Source: an optimization exercise on an open RTL-to-GDS flow (aim: small area, a short achievable clock period and few clock cycles per item). Production flows keep margins and buffers that such runs may drop.
At most, simulation tests tie the RTL to the original design; equivalence was not proved.
For run 1, only the layout was checked, not whether the RTL still works.
Power is estimated from default activity; no workload was simulated.

## flow/design.v (module list and top-level ports; edited modules follow where they fit)
// module synBusSatRnd: 113 lines
// module singleDelayWithEnableGeneric: 17 lines
// module synDelayWithEnableGeneric: 291 lines
// module synDelayWithEnable: 18 lines
// module FixedPointMultiplier: 37 lines
// module FixedPointAdder: 36 lines
// module Neuron: 1241 lines
// module FA: 4 lines
// module HAN: 4 lines
module Neuron (
 input clk,
 input GlobalReset,             
 input Input_Valid,             
 input [11:0] Bias,             
 output Idle,
 input [335:0] Row_Wgt,         
 input [27:0] Row_Pix,          
 output Row_Ready,              
 output [18:0] NeuronOutput,
 output OutputReady);
  // ...
==> flow/flow/run.sh <==
#!/bin/bash
# The standard layout (the standard.sh: standard synthesis, then ORFS to
# finish), with the ports buffered by sky130_fd_sc_hd__buf_1 cells instead of
# the delay buffers buffer_ports picks by default. Make's output goes to
# flow.log; each ORFS step keeps its own log under orfs/logs/.
set -euo pipefail
bash standard.sh "BUFFER_PORTS_ARGS=-buffer_cell sky130_fd_sc_hd__buf_1" finish > flow.log 2>&1
==> flow/standard.sh <==
#!/bin/bash
# synth_recipe.tcl (not shown) runs the flow's synth.tcl, then flattens the netlist and writes it again
# the make line also repeats each setting of config.mk as NAME=value (left out here)
make -C /OpenROAD-flow-scripts/flow DESIGN_CONFIG=/design/flow/config.mk WORK_HOME=/design/flow/orfs CLKGATE_MAP_FILE= SYNTH_SCRIPT=/design/flow/synth_recipe.tcl "${@:-finish}"
==> flow/config.mk <==
export PLATFORM = sky130hd
export DESIGN_NAME = Neuron
export DESIGN_NICKNAME = Neuron
export VERILOG_FILES = /design/flow/design.v
export SDC_FILE = /design/flow/constraint.sdc
export NUM_CORES = 4
export LEC_CHECK = 0
export CAP_MARGIN = 20
export CORE_MARGIN = 2
export CORE_UTILIZATION = 40
export PLACE_DENSITY = 0.6
export SETUP_SLACK_MARGIN = 0.8
export SLEW_MARGIN = 20
export SYNTH_HIERARCHICAL = 1
export SYNTH_MINIMUM_KEEP_SIZE = 0
==> flow/constraint.sdc <==
create_clock -name core_clock -period 4.0 [get_ports {clk}]
set_input_delay 0.8000 -clock core_clock [delete_from_list [all_inputs] [get_ports {clk}]]
set_output_delay 0.8000 -clock core_clock [all_outputs]
set_load 0.01 [all_outputs]
==> impl_metrics.env, run 1 <==
export IMPL_status="no timing/DRC/antenna violations"
export IMPL_n_antenna_cell=8
export IMPL_power_top_group="combinational logic"
export IMPL_nNonClkInverters=25
export IMPL_r2r_slack_ns=1.23
export IMPL_routed_wl_mm=43.5
export IMPL_crit_path_start_kind="flop"
export IMPL_hold_viol=0
export IMPL_buffer_area_share_pct=12.2
export IMPL_insertion_delay_ns=0.42
export IMPL_nMultiInputCombCells=855
export IMPL_rows=63
export IMPL_slowest_stage="edfxtp_1"
export IMPL_cp_cell_sequence="inv_1, ha_2, inv_2, fa_2, a21oi_4, o211ai_4, a2111oi_4, nor3_2, xnor2_1, buf_2"
export IMPL_p_int_mw=7.62
export IMPL_cp_required_ns=3.20
export IMPL_critPathLaunch="acc_s[4]"
export IMPL_clk_share_pct=4.20
export IMPL_drc=0
export IMPL_timing_fmax_ghz=0.302
export IMPL_leakage_nw=5.42
export IMPL_vdd_drop_max_uv=540
export IMPL_r2r_cells=6
export IMPL_layout_common_cells="buf_1 (392), nand2_1 (374), fa_1 (338)"
export IMPL_routed_top_layer="met5"
export IMPL_syn_to_final_growth_pct=24.2
export IMPL_first_global_vias=10500
export IMPL_maxCapViolCount=0
export IMPL_finClkSkew_ns=0.00929
export IMPL_sh_seq_area_pct=17.3
export IMPL_tapcell_inserted=390
export IMPL_antenna_found_initial=10
export IMPL_grt_overflow=0
export IMPL_r2r_end="acc_s[10]"
export IMPL_critPathCaptureType="output port"
export IMPL_rsz0062_at_grt="yes"
export IMPL_synth_warning_count=7
export IMPL_use_met2_pct=44.8
export IMPL_place_congestion=0.932
==> run 2: changes to the inputs <==
--- a/flow/design.v
+++ b/flow/design.v
@@ -544,17 +544,17 @@
       busy <= 1'b1;
       take_r <= 1'b1;
       cyc <= 6'd1;
       o_OutputReady <= 1'b0;
     end else if (busy) begin
       cyc <= cyc + 6'd1;
       if (cyc == 6'd27)
         take_r <= 1'b0;
-      if (cyc == 6'd28) begin
+      if (cyc == 6'd29) begin
         busy <= 1'b0;
         o_OutputReady <= 1'b1;
       end
     end
   end
 end
 wire [11:0] pp [0:27];
 genvar g;
@@ -1744,17 +1744,20 @@
 always @(posedge clk)
   if (start) begin
     acc_s <= ~{7'd0, Bias};
     acc_c <= {19{1'b1}};
   end else if (vld_r[0]) begin
     acc_s <= {accl3_fc337, accl3_fs337, accl3_fc336, accl3_hc1, accl3_fc335, accl3_fc334, accl3_fc333, accl3_fc332, accl3_fc331, accl3_fc330, accl3_fc329, accl3_fc328, accl3_fc327, accl3_hc0, accl3_fc326, accl3_fs326, accl2_fs312, accl1_fs288, accl0_fs261};
     acc_c <= {accl3_hs2, 1'b1, accl2_fs325, accl3_fs336, accl3_hs1, accl3_fs335, accl3_fs334, accl3_fs333, accl3_fs332, accl3_fs331, accl3_fs330, accl3_fs329, accl3_fs328, accl3_fs327, accl3_hs0, 1'b1, 1'b1, ac_in[1], ac_in[0]};
   end
-assign NeuronOutput = ~(acc_s + acc_c + 19'd1);
+reg [18:0] o_NeuronOutput;
+always @(posedge clk)
+  o_NeuronOutput <= ~(acc_s + acc_c + 19'd1);
+assign NeuronOutput = o_NeuronOutput;
 endmodule
 module FA (input a, input b, input c, output s, output co);
 assign s = a ^ b ^ c;
 assign co = (a & b) | (a & c) | (b & c);
 endmodule
 module HAN (input a, input b, output s, output co);
 assign s = ~(a ^ b);
 assign co = a | b;
==> flow/config.mk (replaced) <==
export PLATFORM = sky130hd
export DESIGN_NAME = Neuron
export DESIGN_NICKNAME = Neuron
export VERILOG_FILES = /design/flow/design.v
export SDC_FILE = /design/flow/constraint.sdc
export NUM_CORES = 4
export LEC_CHECK = 0
export CAP_MARGIN = 20
export CORE_MARGIN = 2
export CORE_UTILIZATION = 40
export PLACE_DENSITY = 0.6
export SETUP_SLACK_MARGIN = 1.1
export SLEW_MARGIN = 20
export SYNTH_HIERARCHICAL = 1
export SYNTH_MINIMUM_KEEP_SIZE = 0
==> run 2 against run 1 <==
  * First-iteration DRC count is 18% higher
  * Total power is 2.3% lower
  * Clock skew is 0.0014 ns lower
  * Highest routed layer unchanged
==> impl_metrics.env, run 2 <==
export IMPL_relSlewSlack_pct=59.4
export IMPL_tightest_slew_ns=0.609
export IMPL_fin_area_um2=16500
export IMPL_synth_area_um2=12500
export IMPL_critPathTopFamily="adder cells"
export IMPL_insertion_delay_ns=0.42
export IMPL_portBuffers=400
export IMPL_syn_to_final_growth_pct=32.5
export IMPL_ant_nets=0
export IMPL_fin_ws_ns=1.02
export IMPL_place_area_um2=14800
export IMPL_fin_crit_sh_pct=74.5
export IMPL_leakage_nw=5.97
export IMPL_fin_nets=2243
export IMPL_rsz0062_at_grt="yes"
export IMPL_start_util_pct=40.6
export IMPL_max_clock_path_buffers=2
export IMPL_layout_common_cells="buf_1 (376), nand2_1 (319), fa_1 (265)"
export IMPL_finClkSkew_ns=0.00793
export IMPL_worstHoldPathType="primary input to async pin"
export IMPL_tritoncts="built"
export IMPL_place_congestion=0.985
export IMPL_layout_drive_gt1_share_pct=17.0
export IMPL_slew_viol_final=0
export IMPL_crit_fanout=12
export IMPL_drtIter0Drc=617
export IMPL_p_sw_mw=5.73
export IMPL_slowest_stage="fa_1"
export IMPL_slowest_delay_ns=0.61
export IMPL_cts_htree_levels=4
export IMPL_cts_buffers=17
export IMPL_pwr_density_cell_nw_per_um2=805
export IMPL_setup_viol=0
export IMPL_routed_wl_mm=52.8
export IMPL_swShare_pct=43.1
export IMPL_path_clk_slew_ns=0.06
export IMPL_routedWlPerCell_um=27.6
export IMPL_die_h_um=181
export IMPL_core_area_um2=30700
export IMPL_boundaryPins=401
export IMPL_timing_fmax_ghz=0.336
export IMPL_synth_warning_count=7
export IMPL_first_global_vias=11200
export IMPL_drt_first_pass_iters=5
export IMPL_clock_root_buffer="clkbuf_16"
export IMPL_grt_pass1_wl_mm=72.0
export IMPL_arrival_ns=3.28
export IMPL_antenna_found_initial=3
export IMPL_place_ws_ns=0.240
export IMPL_rows=64
export IMPL_cp_num_buf_inv=2
export IMPL_maxCapViolCount=0
export IMPL_cp_required_ns=4.30
export IMPL_die_area_um2=32600
export IMPL_drc=0
export IMPL_die_x_um=181
export IMPL_vias=10100
export IMPL_routed_via_density=5.28
export IMPL_p_seq_share_pct=21.8
export IMPL_synth_avg_cell_area_um2=11.8
export IMPL_grt_total_usage_pct=31.7
export IMPL_cts_sinks=137
export IMPL_final_common_cell="buf_1"
export IMPL_crit_path_start_kind="primary input"
export IMPL_syn_inst=1056
export IMPL_top_regs="acc_s x19, o_NeuronOutput x19, acc_c x14"
export IMPL_grt_max_degree=48
export IMPL_crit_type="primary input to flop"
export IMPL_p_int_mw=7.56
export IMPL_comb_power_share_pct=65.8
export IMPL_hold_viol=0
export IMPL_status="no timing/DRC/antenna violations"
export IMPL_pwr_share_clk_pct=12.4
export IMPL_crit_top_cell="fa_1"
export IMPL_grt_overflow=0
export IMPL_dp_hpwl_mm=40.4
export IMPL_cp_cell_sequence="buf_1, buf_6, nand2_1, fa_1, fa_1, fa_1, fa_1"
export IMPL_finalSetupTns_ns=0
export IMPL_fin_crit_ns=2.98
export IMPL_vdd_drop_max_uv=461
export IMPL_critPathCaptureType="flop"
export IMPL_cts_hold_buf=0
## run 2: path summary, 6_finish.rpt
kind	start	end	slack, ns	cells after the start
min in group core_clock	acc_s[0]	o_NeuronOutput[0]	0.46	1
max in group asynchronous	GlobalReset	cyc[4]	3.29	1
setup reg to reg	p0_3_0	acc_s[3]	1.19	6
setup / recovery	Row_Pix[18]	p0_4_5	1.02	7
hold / removal	GlobalReset	o_OutputReady	0.34	1
hold reg to reg	acc_s[0]	o_NeuronOutput[0]	0.46	1
## run 2: per-layer routing
| layer | track usage [%] | vias to the layer above | part of all wire [%] |
|---|---|---|---|
| met3 | 7.88 | 154 | 8.8 |
| li1 | - | 4191 | - |
| met4 | 15.4 | 2 | 5.6 |
| met1 | 39.0 | 5170 | 37 |
| met5 | 0 | - | 0.025 |
| met2 | 52.5 | 608 | 48 |
## run 2: what timing repair did
| item | CTS | global route |
|---|---|---|
| cloned | 13 | 6 |
| pin swaps | 32 | 42 |
| setup buffers | 11 | 8 |
| setup endpoints to repair | 67 | 36 |
| gates resized for setup | 108 | 101 |
## run 2: power groups by stage
stage / registers [mW] / logic [mW] / clock network [mW]
finish: 2.90 / 8.75 / 1.64
global placement: 2.93 / 8.27 / 0
CTS: 2.91 / 8.73 / 1.66
floorplan: 2.86 / 6.23 / 0
detailed placement: 2.94 / 8.58 / 0
global route: 2.98 / 10.1 / 1.73
## run 2: stage by stage
step | std cells | power [mW] | utilization (%) | hold WS [ns]
floorplan | 1058 | 9.09 | - | 0.423
global placement | 1846 | 11.2 | 48.2 | 0.442
detailed placement | 1846 | 11.5 | 48.2 | 0.462
CTS | 1902 | 13.3 | 52.5 | 0.346
global route | 1918 | 14.8 | 53.9 | 0.373
finish | 1918 | 13.3 | 53.9 | 0.338
## run 2: cell type report
type / count / area [µm²]
Timing Repair Buffer: 467 / 2720
Antenna cell: 2 / 5.00
Clock buffer: 18 / 429
Sequential cell: 137 / 2980
Fill cell: 2721 / 14200
Multi-Input combinational cell: 860 / 9610
Clock inverter: 14 / 185
Inverter: 24 / 90.1
Tap cell: 396 / 495
Testbench counts of run 2, summed over its fixed seeds: cycles 5,768, items 192.
==> run 3: changes to the inputs <==
--- a/flow/config.mk
+++ b/flow/config.mk
@@ -11,3 +11,3 @@
 export PLACE_DENSITY = 0.6
-export SETUP_SLACK_MARGIN = 1.1
+export SETUP_SLACK_MARGIN = 1.4
 export SLEW_MARGIN = 20
==> run 3 against run 2 <==
  * Fmax increased by 2.6%
  * Count of clock-buffer cells in the layout increased by 2
  * Flip-flop and latch count unchanged
  * Critical path type unchanged
  * Critical endpoint is now p0_3_4
==> impl_metrics.env, run 3 <==
export IMPL_core_area_um2=30700
export IMPL_cts_sinks=137
export IMPL_fin_nets=2268
export IMPL_crit_type="primary input to flop"
export IMPL_fin_area_um2=18200
export IMPL_r2r_slack_ns=1.25
export IMPL_slew_viol_final=0
export IMPL_syn_inst=1056
export IMPL_ant_nets=0
export IMPL_finalSetupTns_ns=0
export IMPL_clock_root_buffer="clkbuf_16"
export IMPL_critPathLaunch="Row_Pix[21]"
export IMPL_routed_via_density=5.27
export IMPL_cp_required_ns=4.31
export IMPL_path_depth=8
export IMPL_start_util_pct=40.6
export IMPL_worstHoldPathType="primary input to async pin"
export IMPL_arrival_ns=3.21
export IMPL_first_global_vias=11700
export IMPL_grt_overflow=0
export IMPL_rows=64
export IMPL_dp_hpwl_mm=40.6
export IMPL_synth_area_um2=12500
export IMPL_slowest_delay_ns=0.59
export IMPL_relSlewSlack_pct=39.9
export IMPL_critPathTopFamily="adder cells"
export IMPL_r2r_end="acc_s[3]"
export IMPL_maxCapViolCount=0
export IMPL_place_congestion=0.967
export IMPL_grt_pass1_wl_mm=77.0
export IMPL_hold_viol=0
export IMPL_r2r_cells=6
export IMPL_final_common_cell="buf_1"
export IMPL_hold_slack_ns=0.327
export IMPL_pwr_density_cell_nw_per_um2=780
export IMPL_r2r_start="p0_3_2"
export IMPL_max_clock_path_buffers=2
export IMPL_place_area_um2=15000
export IMPL_tightest_slew_ns=0.901
export IMPL_cts_buffers=17
export IMPL_drc=0
export IMPL_status="no timing/DRC/antenna violations"
export IMPL_die_area_um2=32600
export IMPL_drt_first_pass_iters=4
export IMPL_synth_warning_count=7
export IMPL_setup_viol=0
export IMPL_grt_total_usage_pct=34.1
export IMPL_leakage_nw=6.55
export IMPL_insertion_delay_ns=0.43
export IMPL_cp_num_buf_inv=3
export IMPL_path_clk_slew_ns=0.06
export IMPL_worstSetupEndpoint="p0_3_4"
export IMPL_die_x_um=181
export IMPL_routedWlPerCell_um=28.1
export IMPL_top_regs="acc_s x19, o_NeuronOutput x19, acc_c x14"
export IMPL_routed_wl_mm=54.7
export IMPL_crit_fanout=5
export IMPL_timing_fmax_ghz=0.344
export IMPL_syn_to_final_growth_pct=46.2
export IMPL_critPathCaptureType="flop"
export IMPL_cp_cell_sequence="buf_8, buf_8, buf_12, nand2_2, fa_2, fa_2, fa_2, fa_2"
export IMPL_vias=10200
export IMPL_tritoncts="built"
export IMPL_vdd_drop_max_uv=509
export IMPL_layout_common_cells="buf_1 (368), fa_2 (254), nand2_1 (203)"
export IMPL_fin_crit_ns=2.90
export IMPL_fin_cells=1943
export IMPL_synth_avg_cell_area_um2=11.8
export IMPL_drtIter0Drc=638
export IMPL_rsz0062_at_grt="yes"
export IMPL_grt_max_degree=32
export IMPL_cts_htree_levels=4
export IMPL_finClkSkew_ns=0.00949
export IMPL_crit_top_cell="fa_2"
export IMPL_boundaryPins=401
export IMPL_slowest_stage="fa_2"
export IMPL_dpl_cell_count=1846
export IMPL_crit_path_start_kind="primary input"
export IMPL_die_h_um=181
export IMPL_antenna_found_initial=4
export IMPL_portBuffers=400
export IMPL_n_fill_cell=2520
export IMPL_layout_drive_gt1_share_pct=39.0
export IMPL_fin_crit_sh_pct=72.6
[run 3: changes by cell type in the layout (fill, tap and decap cells not counted), sizes merged]
cell	previous run	this run
clkinvlp	3	1
bufinv	3	2
buf	463	490
clkbuf	21	22
inv	29	27
bufbuf	1	0
clkinv	3	6
[run 3: metrics by stage]
step | total power, mW | util, % | setup WS [ns]
4_1_cts | 13.9 | 57.7 | 1.13
2_1_floorplan | 9.15 | - | 0.942
3_3_place_gp | 11.3 | 48.8 | 0.215
5_1_grt | 15.8 | 59.4 | 1.09
3_5_place_dp | 11.6 | 48.9 | 0.190
6_report | 14.2 | 59.4 | 1.10
[run 3: worst min-delay path by stage]
stage	start	end	slack, ns	cells after the start
after floorplan	acc_s[0]	o_NeuronOutput[0]	0.42	1
after global placement	acc_s[0]	o_NeuronOutput[0]	0.45	1
after detailed placement	o_OutputReady	o_OutputReady	0.47	1
after CTS	GlobalReset	cyc[4]	0.32	1
after global routing	GlobalReset	cyc[0]	0.37	1
final	GlobalReset	cyc[2]	0.33	1
[run 3: power breakdown]
part	internal, mW	switching, mW
Combinational	4.77	4.91
Sequential	2.46	0.484
Clock	0.944	0.646
Total	8.17	6.04
[run 3: final cells by class]
type / instances / area, µm² / area share, %
multi-input combinational: 860 / 10700 / 58.6
timing repair buffer: 492 / 3360 / 18.4
sequential: 137 / 3000 / 16.5
tap: 396 / 495 / 2.72
clock buffer: 20 / 447 / 2.45
clock inverter: 12 / 143 / 0.783
inverter: 24 / 90.1 / 0.494
antenna: 2 / 5.00 / 0.0275
[run 3: per-layer routing]
metal,track usage (%),wire (µm)
met5,0,11
met4,20.0,3730
met3,8.33,4170
met2,55.3,25900
met1,41.6,20900
[run 3: repair_timing]
item | CTS | global route
buffers inserted | 31 | 8
hold buffers | 0 | 0
cloned | 24 | 0
endpoints found under the setup margin | 93 | 83
resized for setup | 461 | 144
pin swaps | 151 | 127
==> run 4: changes to the inputs <==
--- a/flow/config.mk
+++ b/flow/config.mk
@@ -11,3 +11,3 @@
 export PLACE_DENSITY = 0.6
-export SETUP_SLACK_MARGIN = 1.4
+export SETUP_SLACK_MARGIN = 0.5
 export SLEW_MARGIN = 20
==> run 4 against run 3 <==
  * Still clean
  * Register-to-register slack improved by 0.06 ns
  * Total power fell by 10%
  * Final cell count fell by 3.1%
  * Clock skew rose by 0.0048 ns
  * First-iteration DRC count fell by 4.5%
  * Global-route usage fell by 7.4 points
  * Die area did not move
  * Critical path depth fell by 1
  * Design area fell by 17%
  * Setup slack got worse by 0.23 ns
  * Synthesized cell count did not move
==> impl_metrics.env, run 4 <==
export IMPL_maxCapViolCount=0
export IMPL_r2r_slack_ns=1.31
export IMPL_syn_to_final_growth_pct=21.4
export IMPL_cp_required_ns=4.29
export IMPL_portBuffers=400
export IMPL_crit_fanout=12
export IMPL_synth_avg_cell_area_um2=11.8
export IMPL_vdd_drop_max_uv=428
export IMPL_core_area_um2=30700
export IMPL_tightest_slew_ns=0.903
export IMPL_post_cts_buffers=0
export IMPL_grt_total_usage_pct=26.7
export IMPL_rsz0062_at_grt="no"
export IMPL_finClkSkew_ns=0.0143
export IMPL_place_congestion=1.01
export IMPL_die_x_um=181
export IMPL_syn_inst=1056
export IMPL_routed_wl_mm=42.4
export IMPL_post_cts_resized=0
export IMPL_path_clk_slew_ns=0.06
export IMPL_regArea_um2=2980
export IMPL_grt_max_degree=28
export IMPL_vias=9379
export IMPL_crit_path_start_kind="primary input"
export IMPL_antenna_found_initial=3
export IMPL_layout_common_cells="buf_1 (400), nand2_1 (376), fa_1 (339)"
export IMPL_m1WireLength_mm=17.1
export IMPL_ant_nets=0
export IMPL_arrival_ns=3.42
export IMPL_relSlewSlack_pct=39.8
export IMPL_status="no timing/DRC/antenna violations"
export IMPL_die_area_um2=32600
export IMPL_pwr_density_cell_nw_per_um2=844
export IMPL_start_util_pct=40.6
export IMPL_critPathCaptureType="flop"
export IMPL_routed_top_layer="met4"
export IMPL_drt_first_pass_iters=4
export IMPL_multi_input_area_um2=9260
export IMPL_place_ws_ns=0.470
export IMPL_routed_via_density=4.98
export IMPL_layout_drive_gt1_share_pct=4.45
export IMPL_crit_type="primary input to flop"
export IMPL_fin_ws_ns=0.869
export IMPL_dp_hpwl_mm=35.4
export IMPL_synth_area_um2=12500
export IMPL_boundaryPins=401
export IMPL_slew_viol_final=0
export IMPL_top_regs="acc_s x19, o_NeuronOutput x19, acc_c x14"
export IMPL_tritoncts="built"
export IMPL_fin_crit_sh_pct=78.3
export IMPL_cts_htree_levels=4
export IMPL_met2WireLength_mm=20.6
export IMPL_fin_nets=2207
export IMPL_grt_overflow=0
export IMPL_n_fill_cell=2834
export IMPL_routedWlPerCell_um=22.5
export IMPL_drc=0
export IMPL_leakage_nw=5.43
export IMPL_synth_warning_count=7
export IMPL_cts_hold_buf=0
export IMPL_first_global_vias=10800
export IMPL_final_common_cell="buf_1"
export IMPL_max_clock_path_buffers=2
export IMPL_dr_wl_met3_mm=2.76
export IMPL_cts_sinks=137
export IMPL_die_h_um=181
export IMPL_setup_viol=0
export IMPL_clock_root_buffer="clkbuf_16"
export IMPL_grt_pass1_wl_mm=62.9
export IMPL_drtIter0Drc=609
export IMPL_cts_buffers=17
export IMPL_finalSetupTns_ns=0
export IMPL_hold_viol=0
export IMPL_worstHoldPathType="primary input to async pin"
export IMPL_timing_fmax_ghz=0.319
export IMPL_fin_crit_ns=3.13
export IMPL_rows=64
export IMPL_insertion_delay_ns=0.42
[run 4: metal layers]
layer	vias up	global-route usage, %
li1	4104	-
met1	4704	34.4
met2	480	44.2
met3	91	4.69
met4	0	12.5
met5	-	0
[run 4: critical path, cell delays in order]
cell and delay (ns):
buf_1 0.07, buf_4 0.31, nand2_1 0.16, fa_1 0.61
fa_1 0.45, fa_1 0.58, fa_1 0.43
[run 4: final timing paths]
check                             from  cells after the start                 to
setup / recovery            Row_Pix[3]                      7             p0_9_5
hold / removal             GlobalReset                      1             take_r
setup reg to reg              acc_s[2]                      6           acc_s[3]
hold reg to reg               acc_s[1]                      1  o_NeuronOutput[1]
max in group asynchronous  GlobalReset                      1             cyc[3]
min in group core_clock       acc_s[1]                      1  o_NeuronOutput[1]
[run 4: cell type report]
class | instances | share of cell area, %
multi-input combinational | 860 | 61.2
sequential | 137 | 19.7
clock inverter | 10 | 0.438
inverter | 24 | 0.596
tap | 396 | 3.28
timing repair buffer | 431 | 11.5
clock buffer | 21 | 3.26
antenna | 3 | 0.0496
[run 4: power breakdown]
part	switching (mW)	internal, mW	leakage, nW
Combinational	4.47	3.92	3.95
Clock	0.600	0.877	0.275
Sequential	0.444	2.45	1.20
[run 4: metrics by stage]
stage | utilization, % | std cells | hold WS, ns | total power [mW] | cell area (µm²)
2_1_floorplan | - | 1058 | 0.423 | 9.05 | 12500
3_3_place_gp | 47.5 | 1848 | 0.436 | 11.1 | 14600
3_5_place_dp | 47.5 | 1848 | 0.446 | 11.5 | 14600
4_1_cts | 49.3 | 1879 | 0.357 | 13.0 | 15100
5_1_grt | 49.3 | 1882 | 0.386 | 14.4 | 15100
6_report | 49.3 | 1882 | 0.364 | 12.8 | 15100
==> run 5: changes to the inputs <==
--- a/flow/config.mk
+++ b/flow/config.mk
@@ -11,3 +11,3 @@
 export PLACE_DENSITY = 0.6
-export SETUP_SLACK_MARGIN = 0.5
+export SETUP_SLACK_MARGIN = 0.8
 export SLEW_MARGIN = 20
==> run 5 against run 4 <==
  * Sequential power is essentially flat
  * Sequential share of layout area fell by 0.070 points
  * Area after synthesis unchanged
  * Core utilization is 0.18 points higher
  * Wire length is 2.0% higher
  * Fmax grew 0.88%
  * Clock skew down 0.0059 ns
  * Non-clock buffer count is 1 higher
  * Setup slack improved by 0.027 ns
  * Critical path depth stayed put
  * Combinational power rose by 0.7%
  * Flip-flop and latch count stayed put
==> impl_metrics.env, run 5 <==
export IMPL_status="no timing/DRC/antenna violations"
export IMPL_core_area_um2=30700
export IMPL_layout_common_cells="buf_1 (400), nand2_1 (376), fa_1 (339)"
export IMPL_finalSetupTns_ns=0
export IMPL_syn_to_final_growth_pct=21.8
export IMPL_die_h_um=181
export IMPL_worstSetupEndpoint="p0_11_5"
export IMPL_cts_sinks=137
export IMPL_fin_nets=2208
export IMPL_setup_viol=0
export IMPL_critPathCaptureType="flop"
export IMPL_routedWlPerCell_um=23.0
export IMPL_p_total_mw=13.0
export IMPL_arrival_ns=3.40
export IMPL_portBuffers=400
export IMPL_grt_overflow=0
export IMPL_routed_via_density=4.98
export IMPL_critPathLaunch="Row_Pix[18]"
export IMPL_start_util_pct=40.6
export IMPL_r2r_cells=6
export IMPL_synth_warning_count=7
export IMPL_pwr_share_clk_pct=12.6
export IMPL_p_seq_share_pct=22.3
export IMPL_fin_area_um2=15200
export IMPL_syn_inst=1056
export IMPL_antenna_found_initial=1
export IMPL_timing_fmax_ghz=0.322
export IMPL_insertion_delay_ns=0.42
export IMPL_grt_total_usage_pct=27.3
export IMPL_boundaryPins=401
export IMPL_finClkSkew_ns=0.00839
export IMPL_post_cts_resized=0
export IMPL_crit_path_start_kind="primary input"
export IMPL_fin_crit_sh_pct=77.6
export IMPL_synth_avg_cell_area_um2=11.8
export IMPL_synth_area_um2=12500
export IMPL_p_sw_mw=5.60
export IMPL_routed_wl_mm=43.2
export IMPL_cts_htree_levels=4
export IMPL_clock_root_buffer="clkbuf_16"
export IMPL_r2r_end="acc_s[3]"
export IMPL_worstHoldPathType="primary input to async pin"
export IMPL_dp_hpwl_mm=35.8
export IMPL_hold_viol=0
export IMPL_place_area_um2=14600
export IMPL_fin_crit_ns=3.10
export IMPL_first_global_vias=10800
export IMPL_hold_slack_ns=0.344
export IMPL_drtIter0Drc=527
export IMPL_comb_power_share_pct=65.1
export IMPL_crit_type="primary input to flop"
export IMPL_p_int_mw=7.38
export IMPL_pwr_density_cell_nw_per_um2=856
export IMPL_top_regs="acc_s x19, o_NeuronOutput x19, acc_c x14"
export IMPL_place_congestion=0.973
export IMPL_leakage_nw=5.45
export IMPL_r2r_start="acc_s[2]"
export IMPL_grt_pass1_wl_mm=63.8
export IMPL_path_clk_slew_ns=0.06
export IMPL_crit_fanout=12
export IMPL_cp_required_ns=4.29
export IMPL_drt_first_pass_iters=5
export IMPL_max_clock_path_buffers=2
export IMPL_vdd_drop_max_uv=411
export IMPL_drc=0
export IMPL_ant_nets=0
export IMPL_r2r_slack_ns=1.29
export IMPL_cts_hold_buf=0
export IMPL_vias=9367
export IMPL_maxCapViolCount=0
export IMPL_cts_buffers=17
export IMPL_slew_viol_final=0
export IMPL_swShare_pct=43.2
export IMPL_grt_max_degree=29
export IMPL_tritoncts="built"
export IMPL_final_common_cell="buf_1"
export IMPL_rows=64
export IMPL_tightest_slew_ns=1.10
export IMPL_die_area_um2=32600
export IMPL_relSlewSlack_pct=26.8
export IMPL_die_x_um=181
export IMPL_rsz0062_at_grt="no"
export IMPL_post_cts_buffers=0
export IMPL_layout_drive_gt1_share_pct=4.51
==> run 5: changes by cell type in the layout (fill, tap and decap cells not counted), sizes merged <==
cell,change
bufinv,+2
clkbuf,-1
diode,-2
clkinv,-4
inv,+3
clkinvlp,+1
buf,+1
==> run 5: worst max-delay path: stages <==
cell and delay, ns:
buf_1 0.07, buf_4 0.28, nand2_1 0.14, fa_1 0.60
fa_1 0.59, fa_1 0.45, fa_1 0.47
==> run 5: worst min-delay path by stage <==
| stage | from | end | slack (ns) | cells after the start |
|---|---|---|---|---|
| after floorplan | acc_s[0] | o_NeuronOutput[0] | 0.42 | 1 |
| after global placement | acc_s[1] | o_NeuronOutput[1] | 0.44 | 1 |
| after detailed placement | acc_s[0] | o_NeuronOutput[0] | 0.44 | 1 |
| after CTS | GlobalReset | cyc[2] | 0.34 | 1 |
| after global routing | GlobalReset | cyc[2] | 0.36 | 1 |
| final | GlobalReset | cyc[2] | 0.34 | 1 |
==> run 5: layout make-up <==
class	instances	area, µm²
inverter	24	90.1
sequential	137	2980
tap	396	495
multi-input combinational	860	9250
antenna	1	2.50
clock inverter	12	134
clock buffer	20	479
timing repair buffer	432	1740
fill	2863	15500
==> run 5: layer usage <==
layer,routed length [µm],GRT usage (%),vias to the layer above
met1,17300,34.5,4728
met5,0,0,-
li1,-,-,4105
met3,2880,5.66,88
met2,21400,46.3,446
met4,1720,10.3,0
==> run 5: power groups by stage <==
| stage | clock network [mW] | registers [mW] | logic (mW) |
|---|---|---|---|
| after floorplan | 0 | 2.86 | 6.19 |
| after global placement | 0 | 2.92 | 8.26 |
| after detailed placement | 0 | 2.93 | 8.57 |
| after CTS | 1.66 | 2.91 | 8.61 |
| after global routing | 1.72 | 2.98 | 9.86 |
| final | 1.63 | 2.90 | 8.45 |
==> run 5: through the flow <==
stage | util [%] | worst slack (ns) | cells
after global placement | 47.5 | 0.492 | 1849
after global routing | 49.5 | 0.818 | 1882
after detailed placement | 47.5 | 0.455 | 1849
final | 49.5 | 0.896 | 1882
after CTS | 49.5 | 0.898 | 1881
after floorplan | - | 0.801 | 1058

-- afterwards: timing with drivers on the ports --
Ports are ideal in the flow. The routed layouts listed here were re-timed in OpenROAD. Step 1 (the two cells are an assumption about what drives the block):
set clk [get_ports {clk}]
set_driving_cell -lib_cell sky130_fd_sc_hd__clkbuf_16 $clk
set_driving_cell -lib_cell sky130_fd_sc_hd__buf_2 [delete_from_list [all_inputs] $clk]
Step 2, shift: input delay + t, output delay - t, t = (earliest + latest rising clock arrival at the registers) / 2. This alone moves slack from input paths to output paths. Three values: ideal, step 1, step 2; two values: the first two.
run	shift t [ns]	slack for setup (ns)	worst register clock-pin slew, ns
run 1	0.464	0.683 / 0.636 / 0.383	0.06 / 0.06
run 2	0.459	1.021 / 1.041 / 0.582	0.07 / 0.07
run 3	0.468	1.095 / 1.076 / 0.609	0.07 / 0.07
run 4	0.462	0.869 / 0.894 / 0.433	0.07 / 0.07
run 5	0.464	0.896 / 0.919 / 0.455	0.06 / 0.06
After both steps every run listed still meets setup and hold. For run 3, which loses most, drivers alone change the setup slack by -0.019 ns; drivers and shift together by -0.486 ns.
